What follows belongs to an exercise in optimizing a design on an open flow for small area, a short achievable clock period and few clock cycles; a production flow would make more cautious choices.
For this run, only the layout was checked, not whether the RTL still works.

**flow/run.sh**
```bash
#!/bin/bash
# synth_recipe.tcl (not shown) runs the flow's synth.tcl, then flattens the netlist and writes it again
# the make line also repeats each setting of config.mk as NAME=value (left out here)
make -C /OpenROAD-flow-scripts/flow DESIGN_CONFIG=/design/flow/config.mk WORK_HOME=/design/flow/orfs CLKGATE_MAP_FILE= SYNTH_SCRIPT=/design/flow/synth_recipe.tcl finish
```
**flow/config.mk**
```make
export PLATFORM = sky130hd
export DESIGN_NAME = alu
export DESIGN_NICKNAME = alu
export VERILOG_FILES = /design/flow/design.v
export SDC_FILE = /design/flow/constraint.sdc
export NUM_CORES = 4
export LEC_CHECK = 0
export CAP_MARGIN = 20
export CORE_MARGIN = 2
export CORE_UTILIZATION = 40
export SLEW_MARGIN = 20
```
**flow/constraint.sdc**
```tcl
create_clock -name core_clock -period 32.0 [get_ports {i_clk}]
set_input_delay 6.4000 -clock core_clock [delete_from_list [all_inputs] [get_ports {i_clk}]]
set_output_delay 6.4000 -clock core_clock [all_outputs]
set_load 0.01 [all_outputs]
```
**flow/design.v**
```verilog
module alu #(
    parameter INT_W  = 6,
    parameter FRAC_W = 10,
    parameter INST_W = 4,
    parameter DATA_W = INT_W + FRAC_W
)(
    input                     i_clk,
    input                     i_rst_n,
    input signed [DATA_W-1:0] i_data_a,
    input signed [DATA_W-1:0] i_data_b,
    input        [INST_W-1:0] i_inst,
    output                    o_valid,
    output                    o_busy,
    output       [DATA_W-1:0] o_data
);
reg busy_r;
reg v1, v2, v3, v4;
always @(posedge i_clk or negedge i_rst_n) begin
    if (!i_rst_n) begin
        busy_r <= 1'b1;
        v1 <= 1'b0; v2 <= 1'b0; v3 <= 1'b0; v4 <= 1'b0;
    end else begin
        busy_r <= 1'b0;
        v1 <= ~busy_r;
        v2 <= v1;
        v3 <= v2;
        v4 <= v3;
    end
end
assign o_busy  = busy_r;
assign o_valid = v4;
reg [15:0] a1, b1;
reg [3:0]  op1;
always @(posedge i_clk) begin
    a1  <= i_data_a;
    b1  <= i_data_b;
    op1 <= i_inst;
end
wire [10:0] amag = a1[15] ? (~a1[10:0] + 11'd1) : a1[10:0];
wire        g_in = ($signed(a1) >= -16'sd1710) && ($signed(a1) <= 16'sd1709);
wire [21:0] asq  = amag * amag;
wire [27:0] kprod = asq[21:6] * 12'd2349 + 28'd8192;
wire [15:0] gM   = 16'd52288 + kprod[27:14];
wire        fsa  = a1[15];
wire        fsb  = b1[15] ^ op1[0];
wire        fswp = b1[14:0] > a1[14:0];
wire [14:0] fbig = fswp ? b1[14:0] : a1[14:0];
wire [14:0] fsml = fswp ? a1[14:0] : b1[14:0];
wire [4:0]  fdif = fbig[14:10] - fsml[14:10];
wire [18:0] fsh  = {1'b1, fsml[9:0], 8'b0} >> fdif;
wire [19:0] fsum = (fsa ^ fsb) ? ({1'b0, 1'b1, fbig[9:0], 8'b0} - {1'b0, fsh})
                               : ({1'b0, 1'b1, fbig[9:0], 8'b0} + {1'b0, fsh});
wire        fsgn = fswp ? fsb : fsa;
reg [15:0] a2;
reg [16:0] y2;
reg [3:0]  op2;
reg        gin2;
reg [4:0]  fe2;
reg        fs2;
always @(posedge i_clk) begin
    op2  <= op1;
    gin2 <= g_in;
    fe2  <= fbig[14:10];
    fs2  <= fsgn;
    if (op1[3]) begin
        a2 <= fsum[15:0];
        y2 <= {13'b0, fsum[19:16]};
    end else begin
        a2 <= a1;
        y2 <= (op1 == 4'd4) ? {1'b0, gM} : {b1[15], b1};
    end
end
wire signed [32:0] prod = $signed(a2) * $signed(y2);
wire signed [22:0] mtr = $signed(prod[32:10]) + $signed({22'b0, prod[9]});
wire [15:0] mrnd = (mtr > 23'sd32767) ? 16'h7fff : (mtr < -23'sd32768) ? 16'h8000 : mtr[15:0];
wire signed [16:0] s1 = $signed(prod[32:16]) + $signed({16'b0, prod[15]});
wire [16:0] s1abs = s1[16] ? -s1 : s1;
wire signed [16:0] s1h = s1 + (s1[16] ? -17'sd511 : 17'sd513);
wire signed [11:0] tt = (s1abs < 17'd512) ? s1[11:0] : s1h[12:1];
wire [10:0] gz = 11'd1024 + tt[10:0];
wire signed [16:0] sadd = $signed(a2) + $signed(y2[15:0]);
wire signed [16:0] ssub = $signed(a2) - $signed(y2[15:0]);
wire [15:0] radd = (sadd[16] != sadd[15]) ? {sadd[16], {15{~sadd[16]}}} : sadd[15:0];
wire [15:0] rsub = (ssub[16] != ssub[15]) ? {ssub[16], {15{~ssub[16]}}} : ssub[15:0];
reg [3:0] clz;
integer i;
always @(*) begin
    clz = 4'd0;
    for (i = 0; i < 16; i = i + 1)
        if (a2[i]) clz = 4'd15 - i[3:0];
end
reg [4:0] pop;
always @(*) begin
    pop = 5'd0;
    for (i = 0; i < 16; i = i + 1)
        pop = pop + {4'b0, a2[i]};
end
wire [31:0] jy  = {y2[15:0], ~y2[15:0]} << pop;
wire [15:0] rjc = jy[31:16];
function [31:0] lfsr_seq(input [15:0] x);
    integer j;
    reg [31:0] u;
    begin
        u = {x, 16'b0};
        for (j = 0; j < 16; j = j + 1)
            u[15-j] = u[31-j] ^ u[29-j] ^ u[28-j] ^ u[26-j];
        lfsr_seq = u;
    end
endfunction
wire [31:0] lu = lfsr_seq(a2);
wire [31:0] ly   = lu << y2[4:0];
wire [15:0] rlf  = ly[31:16];
wire [19:0] fm = {y2[3:0], a2};
reg [3:0] flz;
always @(*) begin
    flz = 4'd11;
    for (i = 0; i < 11; i = i + 1)
        if (fm[18-i] && flz == 4'd11) flz = i[3:0];
end
wire [18:0] fn   = fm[19] ? fm[19:1] : (fm[18:0] << flz);
wire        fbias = fn[7] & (fn[8] | (|fn[6:0]));
wire [10:0] fman = {1'b0, fn[17:8]} + {10'b0, fbias};
wire [4:0]  fexp = fe2 + {4'b0, fm[19]} - {1'b0, fm[19] ? 4'd0 : flz} + {4'b0, fman[10]};
wire [15:0] rfp  = {fs2, fexp, fman[9:0]};
reg [15:0] r3;
reg [10:0] z3;
reg        mac3, gel3;
always @(posedge i_clk) begin
    mac3 <= (op2 == 4'd3);
    gel3 <= (op2 == 4'd4) & gin2;
    z3   <= gz;
    case (op2)
        4'd0: r3 <= radd;
        4'd1: r3 <= rsub;
        4'd2, 4'd3: r3 <= mrnd;
        4'd4: r3 <= (gin2 | ~a2[15]) ? a2 : 16'd0;
        4'd5: r3 <= {12'b0, clz};
        4'd6: r3 <= rjc;
        4'd7: r3 <= rlf;
        default: r3 <= rfp;
    endcase
end
wire signed [16:0] macs = $signed(o_data_r) + $signed(r3);
wire [15:0] rmac = (macs[16] != macs[15]) ? {macs[16], {15{~macs[16]}}} : macs[15:0];
wire signed [23:0] gp = $signed(r3[11:0]) * $signed({1'b0, z3});
wire signed [12:0] gres = (gp + 24'sd1024) >>> 11;
reg [15:0] o_data_r;
always @(posedge i_clk or negedge i_rst_n) begin
    if (!i_rst_n)
        o_data_r <= 16'd0;
    else if (v3)
        o_data_r <= mac3 ? rmac : gel3 ? {{3{gres[12]}}, gres} : r3;
end
assign o_data = o_data_r;
endmodule
```
==> results.toml <==
[finish]
drive_above_1_share = 0.0391
n_fill_cell = 9285
area_delta_synth_final_pct = 6.26
num-nets-final = 5371

[synth]
ys.flop_type = "dfxtp_1"
ys_async_sr_fraction = 0.162
ys_seq_elements = 130
synth_edf_count = 0
ys_warn_count = 1
synth_cell_types = 106
synth_area_sq_um = 36800
yosysMostFrequentCell = "inv_1"
syn_nets = 5447
synthCells = 4490
netlist_top_cells_count = "inv_1, fa_1, nand2_1"
synth-seq-area-share = 0.0737
yosys.area.top_type_share = 0.285
synth_area_leaders = "fa_1, ha_1, inv_1"
synth_top_cell_by_area = "fa_1"
avgSynthCellArea_sq_um = 8.19

[floorplanning]
start_util = 0.402
pin_count = 56
die_y_um = 307
die_x_um = 307
fp-row-count = 111
die_area_sq_um = 94300
core-area_sq_um = 91400

[placement]
port_buffers = 55
place_hpwl_um = 88700
routabilityCongestion = 0.951
dp_slack_ns = 18.69

[sta]
hold_viol_final = 0
setup_ws_ns = 18.68
max_freq_mhz = 75.1
finalSetupViolCount = 0
finalCritPeriodShare = 0.416
fin_skew_ns = 0.0221
slew_headroom = 0.281
tns_ns = 0
period_needed_ns = 13.32
whs_ns = 0.355
rsz0062_at_grt = "no"
maxSlewViolCount = 0
worst_slew_pin_slew_ns = 1.07

[hold_path]
hold_start = "v1"
min_path_type = "flip-flop to flip-flop"

[critical_path]
rr_startpoint = "a1[0]"
path_max_fanout = 14
critPathMaxStageDelay_ns = 0.56
crit_slowest_cell = "o311ai_0"
cp_common_cell = "inv_1"
critical-path-top-delay-family = "adder cells"
start_kind = "flip-flop"
worstPathRequired_ns = 32.40
endpoint_kind = "flip-flop"
crit_start = "a1[0]"
critical_path_class = "flip-flop to flip-flop"
worstPathArrival_ns = 13.72
critPathBufInv = 9

[drt]
dr.pass1.iters = 7
initialDrtViolationCount = 2767
via_count = 30900
ant_nets = 0
routed_via_density = 5.51
wl_um = 112000
route.detailed.drc = 0
wl_per_cell_um = 19.9

[grt]
grt_overflow = 0
antenna_found_initial = 4
grt_max_degree = 51
grt_pass1_vias = 31300
track_usage = 0.242
grt_pass1_wl_um = 178000

[clock_tree]
cts_tree = "built"
cts_inserted_buffers = 17
cts.clk_slew.worst_paths_ns = 0.07
ctsHtreeMaxLevel = 4
hold_buffers = 0
cts.sinks = 130
max-clock-path-buffers = 2
clk_root_buffer_cell = "clkbuf_16"
clkLatencyLatePin_ns = 0.50
cts_resized = 0
post-cts-setup-buffers = 0

[status]
status = "finished clean"

[run]
drv_cap = 0
## cell usage in the layout, fill, tap and decap left out, drive strengths merged, types with 62 or more instances in the layout
cell type	Yosys	final
inv	771	780
fa	523	523
nand2	478	478
ha	396	396
nor2	363	363
a21oi	240	240
xnor2	183	183
o21ai	175	175
and2	109	109
dfxtp	109	109
mux2i	103	103
nor3	82	82
nand3	62	62
xor2	62	62
## path summary, 6_finish.rpt
path	cells after the start	slack, ns	to
worst max-delay path	47	18.68	y2[13]
worst min-delay path	0	0.36	v2
worst min register to register	0	0.36	v2
max in group asynchronous	1	24.99	o_data_r[8]
min in group asynchronous	1	6.43	o_data_r[6]
worst max register to register	47	18.68	y2[13]
## state kept, by name, summed over array words and instances, names as in the netlist, 4 cells and up
signal and cells:
op2 4, o_data_r 16, op1 4, a1 16, z3 11, r3 16, b1 16, a2 16
fe2 5, y2 17
## worst reg2reg max path, delay by kind of cell (launching register included)
family	cells	cell delay (ns)
multiplexers	1	0.32
adder cells (fa/ha/maj)	13	5.60
buffers and inverters	9	0.92
XOR/XNOR	2	0.65
AO/OA/AOI/OAI	19	4.76
AND/OR/NAND/NOR	3	0.46
flip-flops	1	0.51
## cell families after synthesis
family	after synthesis	synth area share
DFF	130	0.0737
xor gates and xnor gates	245	0.0593
AOI/OAI and AO/OA	802	0.144
buffers and inverters	980	0.101
and+or+nand+nor	1269	0.157
other	1	0.000102
muxes	144	0.0452
adders and majority gates	919	0.420
## area by class of cell
| cell class | instances | area [sq um] | area share |
|---|---|---|---|
| Multi-Input combinational cell | 3380 | 30400 | 0.777 |
| Inverter | 784 | 2940 | 0.0753 |
| Sequential cell | 130 | 2710 | 0.0694 |
| Tap cell | 1186 | 1480 | 0.0380 |
| Timing Repair Buffer | 101 | 896 | 0.0229 |
| Clock buffer | 17 | 425 | 0.0109 |
| Clock inverter | 15 | 236 | 0.00605 |
| Antenna cell | 1 | 2.50 | 0.0000641 |
## layer usage
layer | part of all wire | up-vias | global-route usage | wire length (um)
li1 | - | 14500 | - | -
met1 | 0.44 | 15000 | 0.324 | 48900
met2 | 0.46 | 1099 | 0.396 | 50900
met3 | 0.064 | 232 | 0.0324 | 7200
met4 | 0.043 | 4 | 0.0987 | 4760
met5 | 0.00023 | - | 0 | 26
## stage by stage
stage	area, sq um	utilization	std cells
floorplan	36800	-	4490
global placement	38400	0.420	5580
detailed placement	38400	0.420	5580
CTS	39100	0.427	5612
global route	39100	0.427	5613
finish	39100	0.427	5614

afterwards: timing with drivers on the ports:
How much do the figures lean on ideal ports? The routed layout below was timed once more, with nothing changed but the port constraints.
Step 1 sets driving cells, clkbuf_16 on the clock port and buf_2 on the other inputs (assumed; they add their load-dependent delay and slew).
Step 2 moves the port delays by t, midway between the first and last clock arrival at a register: inputs arrive t later, outputs are due t later. That takes back most of the time a late clock gives input paths.
a / b / c = ideal ports / drivers / drivers and shift; a / b = the first two.
shift t [ns]: 0.556
setup slack, ns: 18.678 / 18.678 / 18.678
worst setup path after step 2: register to register
After both steps this run still meets setup and hold. The setup slack of this run moves by 0.000 ns with the drivers and by 0.000 ns with both steps.
